Background: an optimization exercise with open tools, aiming at small area. Do not read the settings as production practice. At most, simulation tests tie the RTL to the original design; equivalence was not proved. The clock input has no modelled driver; a real chip could not lean on it and would need a root buffer or a full tree.

== build 14 ==
// Lab1Top
module Lab1Top(clk, sw, ledr, ledg, seg7_out);
  input         clk;
  input  [17:0] sw;
  output [17:0] ledr;
  output [8:0]  ledg;
  output [39:0] seg7_out;
  reg [14:0] s1, s2;
  always @(posedge clk) begin
    s1 <= {sw[17:6], sw[2:0]};
    s2 <= s1;
  end
  wire [5:0] a = s2[14:9];
  wire [5:0] b = s2[8:3];
  wire show = s2[2];
  wire [1:0] op = s2[1:0];
  wire n1 = b[0] ^ 1'b0;
  wire n2 = (b[1] & ~b[0] & ~1'b0) | (~b[1] & b[0] & 1'b0);
  wire n3 = ((n1 & a[0]) | (n2 & 1'b0)) ^ b[1];
  wire n4 = ((n1 & a[1]) | (n2 & a[0])) ^ b[1];
  wire n5 = ((n1 & a[2]) | (n2 & a[1])) ^ b[1];
  wire n6 = ((n1 & a[3]) | (n2 & a[2])) ^ b[1];
  wire n7 = ((n1 & a[4]) | (n2 & a[3])) ^ b[1];
  wire n8 = ((n1 & a[5]) | (n2 & a[4])) ^ b[1];
  wire n9 = ((n1 & a[5]) | (n2 & a[5])) ^ b[1];
  wire n10 = ~n9;
  wire n11 = b[2] ^ b[1];
  wire n12 = (b[3] & ~b[2] & ~b[1]) | (~b[3] & b[2] & b[1]);
  wire n13 = ((n11 & a[0]) | (n12 & 1'b0)) ^ b[3];
  wire n14 = ((n11 & a[1]) | (n12 & a[0])) ^ b[3];
  wire n15 = ((n11 & a[2]) | (n12 & a[1])) ^ b[3];
  wire n16 = ((n11 & a[3]) | (n12 & a[2])) ^ b[3];
  wire n17 = ((n11 & a[4]) | (n12 & a[3])) ^ b[3];
  wire n18 = ((n11 & a[5]) | (n12 & a[4])) ^ b[3];
  wire n19 = ((n11 & a[5]) | (n12 & a[5])) ^ b[3];
  wire n20 = ~n19;
  wire n21 = b[4] ^ b[3];
  wire n22 = (b[5] & ~b[4] & ~b[3]) | (~b[5] & b[4] & b[3]);
  ...
clock: 18.0 ns
lec_check: 0
cap_margin: 20
core_margin: 2
core_utilization: 40
setup_slack_margin: -1.0
slew_margin: 20
standard.sh (not shown) runs the stock make flow with config.mk's settings and CLKGATE_MAP_FILE= SYNTH_SCRIPT=/design/flow/synth_recipe.tcl, a recipe that flattens the netlist after the stock synthesis.
==> flow/flow/run.sh <==
#!/bin/bash
# The standard ORFS layout (standard.sh) with these changes to how the
# layout is made:
# - synthesis runs the standard synthesis script, but Yosys's abc step uses
#   the area-oriented ABC script flow/area.abc, and half and full adders are left to
#   abc (the ha and fa cells are added to DONT_USE_CELLS);
# - port buffers are buf_1 cells;
# - the clock tree is one level of clock buffers, one per group of nearby
#   registers
#   (flow/pre_cts.tcl, run before the CTS step, which it then skips);
# - constant outputs share the synthesized tie cells.
# make's output goes to make_flow.log here; each step's log is in orfs/logs/.
set -euo pipefail
W=$PWD
sed "s#@ABC@#$W/flow/area.abc#; s#@FLOW_SYNTH@#$W/synth_recipe.tcl#" flow/synth.tcl.in > my_synth.tcl
sed "s#SYNTH_SCRIPT=[^ ]*#SYNTH_SCRIPT=$W/my_synth.tcl#" standard.sh > my_standard.sh
grep -q "SYNTH_SCRIPT=$W/my_synth.tcl" my_standard.sh
PLATFORM_DONT_USE=$(make -s -C "$FLOW_HOME" DESIGN_CONFIG="$W/config.mk" print-DONT_USE_CELLS | sed -n 's/^DONT_USE_CELLS: *//p')
echo "$PLATFORM_DONT_USE" | grep -q probe_p_8
export BUFFER_PORTS_ARGS="-buffer_cell sky130_fd_sc_hd__buf_1"
export PRE_CTS_TCL=$W/flow/pre_cts.tcl
export CLOCK_BUFFER_CELL=${CLOCK_BUFFER_CELL:-sky130_fd_sc_hd__clkbuf_8}
export CLOCK_CLUSTERS=${CLOCK_CLUSTERS:-2}
export SKIP_REPAIR_TIE_FANOUT=1
bash my_standard.sh "DONT_USE_CELLS=$PLATFORM_DONT_USE sky130_fd_sc_hd__ha_1 sky130_fd_sc_hd__ha_2 sky130_fd_sc_hd__ha_4 sky130_fd_sc_hd__fa_1 sky130_fd_sc_hd__fa_2 sky130_fd_sc_hd__fa_4" finish > make_flow.log 2>&1
Other scripts of this flow, unchanged in this note and not shown: flow/flow/area.abc, flow/flow/pre_cts.tcl, flow/flow/synth.tcl.in
For build 9, these inputs were changed with respect to build 14:
diff --git a/flow/design.v b/flow/design.v
--- a/flow/design.v
+++ b/flow/design.v
@@ -40,56 +40,56 @@
   wire n25 = ((n21 & a[2]) | (n22 & a[1])) ^ b[5];
   wire n26 = ((n21 & a[3]) | (n22 & a[2])) ^ b[5];
   wire n27 = ((n21 & a[4]) | (n22 & a[3])) ^ b[5];
   wire n28 = ((n21 & a[5]) | (n22 & a[4])) ^ b[5];
   wire n29 = ((n21 & a[5]) | (n22 & a[5])) ^ b[5];
   wire n30 = ~n29;
-  wire n31 = n3 ^ b[1];
-  wire n32 = n3 & b[1];
+  wire n31 = b[1] ^ n3;
+  wire n32 = b[1] & n3;
   wire n33 = n4 ^ n32;
   wire n34 = n4 & n32;
-  wire n35 = n5 ^ n13 ^ b[3];
-  wire n36 = (n5 & n13) | (n5 & b[3]) | (n13 & b[3]);
-  wire n37 = n34 ^ n35;
-  wire n38 = n34 & n35;
+  wire n35 = b[3] ^ n5 ^ n13;
+  wire n36 = (b[3] & n5) | (b[3] & n13) | (n5 & n13);
+  wire n37 = n35 ^ n34;
+  wire n38 = n35 & n34;
   wire n39 = n6 ^ n14 ^ n36;
   wire n40 = (n6 & n14) | (n6 & n36) | (n14 & n36);
-  wire n41 = n38 ^ n39;
-  wire n42 = n38 & n39;
-  wire n43 = n7 ^ n15 ^ n23;
-  wire n44 = (n7 & n15) | (n7 & n23) | (n15 & n23);
-  wire n45 = b[5] ^ n40 ^ n42;
-  wire n46 = (b[5] & n40) | (b[5] & n42) | (n40 & n42);
-  wire n47 = n43 ^ n45;
-  wire n48 = n43 & n45;
+  wire n41 = n39 ^ n38;
+  wire n42 = n39 & n38;
+  wire n43 = b[5] ^ n7 ^ n15;
+  wire n44 = (b[5] & n7) | (b[5] & n15) | (n7 & n15);
+  wire n45 = n23 ^ n43 ^ n40;
+  wire n46 = (n23 & n43) | (n23 & n40) | (n43 & n40);
+  wire n47 = n45 ^ n42;
+  wire n48 = n45 & n42;
   wire n49 = n8 ^ n16 ^ n24;
   wire n50 = (n8 & n16) | (n8 & n24) | (n16 & n24);
-  wire n51 = n44 ^ n46 ^ n48;
-  wire n52 = (n44 & n46) | (n44 & n48) | (n46 & n48);
-  wire n53 = n49 ^ n51;
-  wire n54 = n49 & n51;
+  wire n51 = n44 ^ n49 ^ n46;
+  wire n52 = (n44 & n49) | (n44 & n46) | (n49 & n46);
+  wire n53 = n51 ^ n48;
+  wire n54 = n51 & n48;
   wire n55 = ~(n10 ^ n17);
   wire n56 = n10 | n17;
-  wire n57 = n25 ^ n50 ^ n52;
-  wire n58 = (n25 & n50) | (n25 & n52) | (n50 & n52);
-  wire n59 = n54 ^ n55 ^ n57;
-  wire n60 = (n54 & n55) | (n54 & n57) | (n55 & n57);
+  wire n57 = n25 ^ n50 ^ n55;
+  wire n58 = (n25 & n50) | (n25 & n55) | (n50 & n55);
+  wire n59 = n57 ^ n52 ^ n54;
+  wire n60 = (n57 & n52) | (n57 & n54) | (n52 & n54);
   wire n61 = ~(n18 ^ n26);
   wire n62 = n18 | n26;
-  wire n63 = n56 ^ n58 ^ n60;
-  wire n64 = (n56 & n58) | (n56 & n60) | (n58 & n60);
-  wire n65 = n61 ^ n63;
-  wire n66 = n61 & n63;
+  wire n63 = n56 ^ n61 ^ n58;
+  wire n64 = (n56 & n61) | (n56 & n58) | (n61 & n58);
+  wire n65 = n63 ^ n60;
+  wire n66 = n63 & n60;
   wire n67 = n20 ^ n27 ^ n62;
   wire n68 = (n20 & n27) | (n20 & n62) | (n27 & n62);
-  wire n69 = n64 ^ n66 ^ n67;
-  wire n70 = (n64 & n66) | (n64 & n67) | (n66 & n67);
+  wire n69 = n67 ^ n64 ^ n66;
+  wire n70 = (n67 & n64) | (n67 & n66) | (n64 & n66);
   wire n71 = ~(n28 ^ n68);
   wire n72 = n28 | n68;
-  wire n73 = n70 ^ n71;
-  wire n74 = n70 & n71;
+  wire n73 = n71 ^ n70;
+  wire n74 = n71 & n70;
   wire n75 = n30 ^ n72 ^ n74;
   wire n76 = (n30 & n72) | (n30 & n74) | (n72 & n74);
   wire n77 = ~n76;
   wire [11:0] p = {n77, n75, n73, n69, n65, n59, n53, n47, n41, n37, n33, n31};
   wire dv = ~a[5] & ~b[5] & (|b[4:0]);
   wire n79 = a[0] & dv;
Notes after the runs:
- Comparing build 14 and build 9, the lower horizontal die dimension is on build 14.
- Build 9 vs. build 14: number of gates on the worst path with buffers counted went down by 16.
- Cell area reported after detailed placement (higher): build 14
- Detailed-routing iteration count for the pre-antenna-repair pass in build 9 is 3 above build 14.
- Measured against each other, build 14 and build 9 differ in simple logic cell fraction of the synthesized area, the lower figure coming from build 14.
- Relative to build 14, the finished layout cell area of build 9 is lower by 480 um^2.
- Going from build 14 to build 9, the netlist area before placement was found to have gone up by about 1.8%.
- On average cell area after synthesis, build 14 and build 9 are basically level.
- Fmax: lower on build 9
- Build 14 and build 9 ended up with nearly the same clock latency of the later-clocked register in the worst-skew pair.
- Compared build 14 against build 9; worst-case register-to-register setup slack within noise.
- Count of fill cells added during filler insertion in build 9 vs build 14: up about 8%
- Build 9 vs build 14, tapcell count went up by 3.
Only the layout flow was run in build 14; the RTL was not checked for function there. In every run of this note, the design's own scripts or RTL, not TritonCTS, make the clock network.

========
Setup of lane 1:
Another version of the RTL of Lab1Top (not shown whole).
For scale: about 590 cells after synthesis, about 0.0034 sq mm of cells after synthesis.
clock: 18.0 ns
lec_check: 0
cap_margin: 20
core_margin: 2
core_utilization: 40
slew_margin: 20
==> flow/flow/run.sh <==
#!/bin/bash
# The standard ORFS layout (standard.sh) with these changes to how the
# layout is made:
# - synthesis runs the standard synthesis script, but Yosys's abc step uses
#   the area-oriented ABC script flow/area.abc, and half and full adders are left to
#   abc (the ha and fa cells are added to DONT_USE_CELLS);
# - port buffers are buf_1 cells;
# - the clock tree is one level of clock buffers, one per group of nearby
#   registers
#   (flow/pre_cts.tcl, run before the CTS step, which it then skips);
# - constant outputs share the synthesized tie cells.
# make's output goes to make_flow.log here; each step's log is in orfs/logs/.
set -euo pipefail
W=$PWD
sed "s#@ABC@#$W/flow/area.abc#; s#@FLOW_SYNTH@#$W/synth_recipe.tcl#" flow/synth.tcl.in > my_synth.tcl
sed "s#SYNTH_SCRIPT=[^ ]*#SYNTH_SCRIPT=$W/my_synth.tcl#" standard.sh > my_standard.sh
grep -q "SYNTH_SCRIPT=$W/my_synth.tcl" my_standard.sh
PLATFORM_DONT_USE=$(make -s -C "$FLOW_HOME" DESIGN_CONFIG="$W/config.mk" print-DONT_USE_CELLS | sed -n 's/^DONT_USE_CELLS: *//p')
echo "$PLATFORM_DONT_USE" | grep -q probe_p_8
export BUFFER_PORTS_ARGS="-buffer_cell sky130_fd_sc_hd__buf_1"
export PRE_CTS_TCL=$W/flow/pre_cts.tcl
export CLOCK_BUFFER_CELL=${CLOCK_BUFFER_CELL:-sky130_fd_sc_hd__clkbuf_8}
export CLOCK_CLUSTERS=${CLOCK_CLUSTERS:-3}
export SKIP_REPAIR_TIE_FANOUT=1
bash my_standard.sh "DONT_USE_CELLS=$PLATFORM_DONT_USE sky130_fd_sc_hd__ha_1 sky130_fd_sc_hd__ha_2 sky130_fd_sc_hd__ha_4 sky130_fd_sc_hd__fa_1 sky130_fd_sc_hd__fa_2 sky130_fd_sc_hd__fa_4" finish > make_flow.log 2>&1
Other scripts of this flow, unchanged in this note and not shown: flow/flow/area.abc, flow/flow/pre_cts.tcl, flow/flow/synth.tcl.in
Modified inputs, lane 2 compared to lane 1
--- a/flow/design.v
+++ b/flow/design.v
@@ -169,36 +169,30 @@
   wire n153 = n149 ? n144 : n126;
   wire n154 = n149 ? n146 : n127;
   wire n155 = n149 ? n148 : n128;
   wire [4:0] q = {n88, n96, n108, n124, n149};
   wire [4:0] r = {n155, n154, n153, n152, n151};
   wire [5:0] s = {n150, n148, n146, n144, n142, n140};
   wire bs = b[5] ^ (op[0] & (|b[4:0]));
   wire ovf = ~op[1] & ~(a[5] ^ bs) & (s[5] ^ a[5]);
   wire [11:0] c = op[1] ? (op[0] ? {1'b0, r, 1'b0, q} : p) : {6'd0, s};
+  wire [10:0] v = op[1] ? c[10:0] : {{5{s[5]}}, s};
   wire neg = op[1] ? (~op[0] & p[11]) : s[5];
-  reg [10:0] mp;
-  reg [5:0] ms;
-  reg nzp, nzs;
+  reg [10:0] m;
+  reg nz;
   integer i;
   always @(*) begin
-    nzp = 1'b0;
-    nzs = 1'b0;
+    nz = 1'b0;
     for (i = 0; i < 11; i = i + 1) begin
-      mp[i] = p[i] ^ (p[11] & nzp);
-      nzp = nzp | p[i];
-    end
-    for (i = 0; i < 6; i = i + 1) begin
-      ms[i] = s[i] ^ (s[5] & nzs);
-      nzs = nzs | s[i];
+      m[i] = v[i] ^ (neg & nz);
+      nz = nz | v[i];
     end
   end
-  wire [10:0] m = op[1] ? (op[0] ? {r, 1'b0, q} : mp) : {5'd0, ms};
   wire [11:0] ledr_q = show ? c : {a, b};
   wire ovf_q = ovf;
   wire neg_q = neg;
   wire [10:0] m_q = m;
   function [3:0] dd;
     input [3:0] d;
     reg c;
     begin
       c = d[3] | (d[2] & d[1]) | (d[2] & d[0]);
## What came out
Between lane 2 and lane 1, starting density of the core is lower for lane 2, lane 1 comes in above that.
Lane 2 contains fewer vias than lane 1.
Compared with lane 1, lane 2 shows area after synthesis lower by 74 sq um.
Lane 2: floorplan die area is about 2% lower than what lane 1 reported.
Compared with lane 1, lane 2 shows a placement-stage cell area that is 44 sq um lower.
Summary of lane 2 over lane 1: synthesized cell count went down by 2.4%.
No functional check of the RTL was part of lane 1. No run of this note takes its clock network from TritonCTS; it comes from the design's own scripts or RTL.

what the ideal ports hide:
Ports are ideal in the flow. The routed layouts listed here were re-timed in OpenROAD.
Step 1 (the two cells are an assumption about what drives the block):
set clk [get_ports {clk}]
set_driving_cell -lib_cell sky130_fd_sc_hd__clkbuf_16 $clk
set_driving_cell -lib_cell sky130_fd_sc_hd__buf_2 [delete_from_list [all_inputs] $clk]
Step 2 also shifts input and output timing later by t, the mid clock arrival at the registers, as if the neighbouring blocks saw the same clock.
Slacks: ideal ports / drivers / drivers and shift; pairs: ideal ports / drivers.
run	t (ns)	setup WS [ns]	worst register clock-pin slew, ns
build 14	0.173	0.874 / 0.843 / 1.016	0.09 / 0.09
build 9	0.175	0.801 / 0.767 / 0.942	0.08 / 0.08
lane 1	0.168	1.425 / 1.383 / 1.551	0.07 / 0.07
lane 2	0.167	1.665 / 1.623 / 1.790	0.07 / 0.07
After both steps setup and hold are still met in every run listed.
